This design comes from an exercise in tuning for small area, a short achievable clock period and few clock cycles per item on the open sky130 flow, not from production work.
Where RTL was checked, it was by simulation tests only, not by an equivalence proof against the original.

## job 502
## riscv_m_unit
module riscv_m_unit(
    input  logic        clk,
    input  logic        resetn,
    input  logic        valid,
    input  logic [31:0] instruction,
    input  logic [31:0] rs1,
    input  logic [31:0] rs2,
    output logic        wr,
    output logic [31:0] rd,
    output logic        busy,
    output logic        ready
);
Size in the first run: roughly 2300 cells after synthesis, about 130 flip-flops, roughly 130 I/O pins, ~0.017 sq mm of cells after synthesis.
==> flow/config.mk <==
export PLATFORM = sky130hd
export DESIGN_NAME = riscv_m_unit
export DESIGN_NICKNAME = riscv_m_unit
export VERILOG_FILES = /design/flow/design.v
export SDC_FILE = /design/flow/constraint.sdc
export NUM_CORES = 4
export LEC_CHECK = 0
export CAP_MARGIN = 20
export CORE_MARGIN = 2
export CORE_UTILIZATION = 40
export CTS_BUF_LIST = sky130_fd_sc_hd__clkbuf_4 sky130_fd_sc_hd__clkbuf_8
export SLEW_MARGIN = 20
export TNS_END_PERCENT = 100
==> flow/constraint.sdc <==
create_clock -name core_clock -period 11.0 [get_ports {clk}]
set_input_delay 2.2000 -clock core_clock [delete_from_list [all_inputs] [get_ports {clk}]]
set_output_delay 2.2000 -clock core_clock [all_outputs]
set_load 0.01 [all_outputs]
standard.sh (not shown) runs the stock make flow with config.mk's settings and CLKGATE_MAP_FILE= SYNTH_SCRIPT=/design/flow/synth_recipe.tcl, a recipe that flattens the netlist after the stock synthesis.
==> flow/flow/run.sh <==
#!/bin/bash
set -euo pipefail
bash standard.sh 'BUFFER_PORTS_ARGS=-buffer_cell sky130_fd_sc_hd__buf_2' SETUP_SLACK_MARGIN=6.5 finish > standard_flow.log 2>&1
No stage failed in job 502, and the final checks on the layout all came back clean.
Testbench counts of job 502, summed over its fixed seeds: cycles 40,021, items 4,800.
Input changes introduced in job 5012 (baseline for comparison: job 502):
Settings: TNS_END_PERCENT now 10, was 100; CTS_BUF_LIST no longer set, was sky130_fd_sc_hd__clkbuf_4 sky130_fd_sc_hd__clkbuf_8.
## What came out
Against job 502 as the reference, job 5012 delivers a lower arrival time at the worst endpoint. In the metrics for job 502 and job 5012, the one carrying the higher area growth from synthesis to layout is job 502. Comparing job 502 and job 5012, the higher met3 wire length is on job 502. The lower share of final-layout standard cells stronger than drive strength 1 of job 502 and job 5012 is in job 5012. Sum of routed wire length over all layers: job 502 and job 5012 compared, lower one is job 5012. Global-route usage over all layers: job 502 vs job 5012, no meaningful difference. | sequential share of cell area | job 502 vs job 5012 | ≈ equal |. Lower clock skew among job 502 and job 5012: job 5012.
### job 5012 -> job 5049
Settings: a change of TNS_END_PERCENT from 10 to 100; a change of CORE_UTILIZATION from 40 to 60.
==> flow/flow/run.sh <==
#!/bin/bash
set -euo pipefail
bash standard.sh SETUP_SLACK_MARGIN=6.5 finish > standard_flow.log 2>&1
[summary]
- Compared with job 5012, in job 5049 floorplan die area went down by about 33%; total placed cells including tap cells lost 193.
- The standard cells in job 5049 occupy more silicon area than those in job 5012 do.
- Compared to job 5012, job 5049 leaves less free space in the core.

---

Starting RTL as in the previous note.
## riscv_m_unit
module riscv_m_unit(
    input  logic        clk,
    input  logic        resetn,
    input  logic        valid,
    input  logic [31:0] instruction,
    input  logic [31:0] rs1,
    input  logic [31:0] rs2,
    output logic        wr,
    output logic [31:0] rd,
    output logic        busy,
    output logic        ready
);
export LEC_CHECK = 0
export CAP_MARGIN = 20
export CORE_MARGIN = 2
export CORE_UTILIZATION = 40
export SLEW_MARGIN = 20
export TNS_END_PERCENT = 100
create_clock -name core_clock -period 11.0 [get_ports {clk}]
==> flow/flow/run.sh <==
#!/bin/bash
set -euo pipefail
bash standard.sh 'BUFFER_PORTS_ARGS=-buffer_cell sky130_fd_sc_hd__buf_2' SETUP_SLACK_MARGIN=6.5 finish > standard_flow.log 2>&1
The starting point completed without violations.
Testbench counts at the start, summed over its fixed seeds: cycles 40,021, items 4,800.
Change:
==> flow/flow/run.sh (replaced) <==
#!/bin/bash
set -euo pipefail
bash standard.sh 'BUFFER_PORTS_ARGS=-buffer_cell sky130_fd_sc_hd__buf_1' SETUP_SLACK_MARGIN=6.5 finish > standard_flow.log 2>&1
Outcome:
- cell area falls slightly
- global-route usage is lower by 0.16 points
- clock skew is about the same
Change:
==> flow/flow/run.sh (replaced) <==
#!/bin/bash
set -euo pipefail
bash standard.sh 'BUFFER_PORTS_ARGS=-buffer_cell sky130_fd_sc_hd__buf_1' SETUP_SLACK_MARGIN=6.75 finish > standard_flow.log 2>&1
Clock-buffer cell count decreases by 1.
Wire length increases by 1.8%.
Via count increases by 1.7%.
Setup slack improved by 0.14 ns.
Die area is unchanged.
First-iteration DRC count increases by 7.9%.
Design area increases by 3.3%.
Synthesized area does not change.
Change:
==> flow/flow/run.sh (replaced) <==
#!/bin/bash
set -euo pipefail
bash standard.sh 'BUFFER_PORTS_ARGS=-buffer_cell sky130_fd_sc_hd__buf_2' SETUP_SLACK_MARGIN=6.5 finish > standard_flow.log 2>&1
- CAP_MARGIN: 20 -> 0
- SLEW_MARGIN: 20 -> 0
=> Clock skew is about the same; worst setup slack loses 0.20 ns; non-clock buffer count decreases by 16; core utilization decreases by 1.1 points; synthesized cell count is unchanged; via count decreases by 1.6%; worst hold slack loses 0.0044 ns; final cell count decreases by 0.50%; final area decreases by 2.3%.

---

Setup of build 79:
Another version of the RTL of riscv_m_unit (not shown whole).
For scale: ~2,200 cells after synthesis, about 130 I/O pins.
// riscv_m_unit
module riscv_m_unit(
    input  logic        clk,
    input  logic        resetn,
    input  logic        valid,
    input  logic [31:0] instruction,
    input  logic [31:0] rs1,
    input  logic [31:0] rs2,
    output logic        wr,
    output logic [31:0] rd,
    output logic        busy,
    output logic        ready
);
==> flow/config.mk <==
export PLATFORM = sky130hd
export DESIGN_NAME = riscv_m_unit
export DESIGN_NICKNAME = riscv_m_unit
export VERILOG_FILES = /design/flow/design.v
export SDC_FILE = /design/flow/constraint.sdc
export NUM_CORES = 4
export LEC_CHECK = 0
export CAP_MARGIN = 20
export CORE_MARGIN = 2
export CORE_UTILIZATION = 40
export SETUP_SLACK_MARGIN = 5
export SLEW_MARGIN = 20
export TNS_END_PERCENT = 100
==> flow/constraint.sdc <==
create_clock -name core_clock -period 11.0 [get_ports {clk}]
set_input_delay 2.2000 -clock core_clock [delete_from_list [all_inputs] [get_ports {clk}]]
set_output_delay 2.2000 -clock core_clock [all_outputs]
set_load 0.01 [all_outputs]
run.sh (not shown) runs the stock make flow with config.mk's settings and CLKGATE_MAP_FILE= SYNTH_SCRIPT=/design/flow/synth_recipe.tcl, a recipe that flattens the netlist after the stock synthesis.
Stock flow here: none of the scripts above is used.
What build 25 does differently from build 79 at the input level:
Settings: CAP_MARGIN: 20 -> 50; SLEW_MARGIN: 20 -> 70.
Notes after the runs:
- Diff build 79 and build 25: global routing usage summed across all routing layers higher in build 25
- Number of cells on the worst reg-to-reg path essentially unchanged between build 79 and build 25.
- Build 25 | stages: all done | timing, DRC, antenna: all pass
- Between build 79 and build 25, the worst stage delay on the critical path is higher for build 79.
- Against build 79, build 25 reports a fraction of area in non-clock buffers that is higher.
The inputs of build 76 differ from those of build 25 as listed below.
Settings: clearing SETUP_SLACK_MARGIN, which used to be 5; swapping 70 for 20 in SLEW_MARGIN; swapping 50 for 20 in CAP_MARGIN.
==> flow/flow/run.sh (new file) <==
#!/bin/bash
set -euo pipefail
bash standard.sh SETUP_SLACK_MARGIN=7.5 finish > standard_flow.log 2>&1
==> flow/standard.sh (new file) <==
#!/bin/bash
# synth_recipe.tcl (not shown) runs the flow's synth.tcl, then flattens the netlist and writes it again
# the make line also repeats each setting of config.mk as NAME=value (left out here)
make -C /OpenROAD-flow-scripts/flow DESIGN_CONFIG=/design/flow/config.mk WORK_HOME=/design/flow/orfs CLKGATE_MAP_FILE= SYNTH_SCRIPT=/design/flow/synth_recipe.tcl "${@:-finish}"
removed: flow/run.sh
Findings:
Between build 76 and build 25, it is build 76 whose transition time of the tightest slew-check pin is higher, by 720 ps. Build 25 → build 76: detailed-route wire length now sits higher; fraction of standard cell area in multi-input logic lost 1.4 points. Design area (higher): build 76. Reported for build 25 and build 76, area of the die turned out identical to the last digit. Summary — global routing usage on met2, build 76 relative to build 25: higher, by 5.7 points. The faster design of the two is build 76; build 25 tops out lower. Every stage of the flow completed for build 76, and the final layout passed the timing, DRC and antenna checks. Register-to-register setup slack in build 76 is 1050 ps above build 25.
Inputs modified between build 76 and build 91:
==> flow/flow/run.sh <==
#!/bin/bash
set -euo pipefail
bash standard.sh SETUP_SLACK_MARGIN=6.5 finish > standard_flow.log 2>&1
--- outcome ---
Every stage of the flow completed for build 91, and the final layout passed the timing, DRC and antenna checks.
Changes observed in build 91 relative to build 76: share of cells above drive strength 1 -9.8 points; first-pass GRT wire length -about 5%; final critical path time including I/O delays and setup -25 ps; core utilization -4.4 points; clock tree buffer count of the final layout +1.
Function was not checked in any run of this note: the RTL went through the layout flow alone.

---

## 08-19
riscv_m_unit with an RTL version that a note above also has.
For scale: ~2300 cells after synthesis, ~130 I/O pins.
Settings: LEC_CHECK=0, CAP_MARGIN=20, CORE_MARGIN=2, CORE_UTILIZATION=40, SLEW_MARGIN=20, TNS_END_PERCENT=100; clock period 11.0 ns.
standard.sh (not shown) runs the stock make flow with config.mk's settings and CLKGATE_MAP_FILE= SYNTH_SCRIPT=/design/flow/synth_recipe.tcl, a recipe that flattens the netlist after the stock synthesis.
==> flow/flow/run.sh <==
#!/bin/bash
set -euo pipefail
bash standard.sh SETUP_SLACK_MARGIN=7.0 finish > standard_flow.log 2>&1
The final layout from 08-19, which completed every stage, passed the timing, DRC and antenna checks at the end of the flow.
Testbench counts of 08-19, summed over its fixed seeds: cycles 40,021, items 4,800.
Setup changes, 08-19 to 04-27
==> flow/flow/run.sh <==
#!/bin/bash
set -euo pipefail
bash standard.sh SETUP_SLACK_MARGIN=6.5 finish > standard_flow.log 2>&1
### Flow results
08-19 reports its capture point of the worst path as X[26] while 04-27 reports L[0].
Summary of 04-27 over 08-19: number of buffer and inverter instances along the worst setup path moved up.

[static timing again, ports no longer ideal]
The results above use ideal ports. As a check the final layouts listed here were re-extracted and re-timed, cells and wires unchanged.
Step 1, drivers: a clkbuf_16 drives clk and a buf_2 each remaining input, both assumed.
Step 2 also shifts input and output timing later by t, the mid clock arrival at the registers, as if the neighbouring blocks saw the same clock.
Slacks: no drivers / after step 1 / after step 2; pairs: no drivers / after step 1.
run | t, ns | slack for setup (ns) | worst setup path at the end | worst data-port slew with drivers (ns) | cell pins on the clock port's net
job 502 | 0.566 | 6.598 / 6.598 / 6.598 | register to register | 0.04 | 1
job 5012 | 0.510 | 6.569 / 6.569 / 6.569 | register to register | 0.04 | 1
job 5049 | 0.488 | 6.471 / 6.471 / 6.471 | register to register | 0.06 | 1
the first run of note 2 | 0.506 | 6.626 / 6.626 / 6.626 | register to register | 0.04 | 1
the second run of note 2 | 0.511 | 6.604 / 6.604 / 6.604 | register to register | 0.04 | 1
the third run of note 2 | 0.518 | 6.742 / 6.742 / 6.742 | register to register | 0.04 | 1
the fourth run of note 2 | 0.508 | 6.539 / 6.539 / 6.539 | register to register | 0.04 | 1
build 79 | 0.508 | 5.269 / 5.269 / 5.269 | register to register | 0.09 | 1
build 25 | 0.504 | 5.395 / 5.395 / 5.395 | register to register | 0.07 | 1
build 76 | 0.502 | 6.449 / 6.449 / 6.449 | register to register | 0.06 | 1
build 91 | 0.514 | 6.475 / 6.475 / 6.475 | register to register | 0.06 | 1
08-19 | 0.508 | 6.863 / 6.863 / 6.582 | input to register | 0.05 | 1
04-27 | 0.510 | 6.567 / 6.567 / 6.542 | input to register | 0.07 | 1
After both steps setup and hold are still met in every run listed. The setup slack of 08-19, which loses most, moves by 0.000 ns with the drivers and by -0.281 ns with both steps.
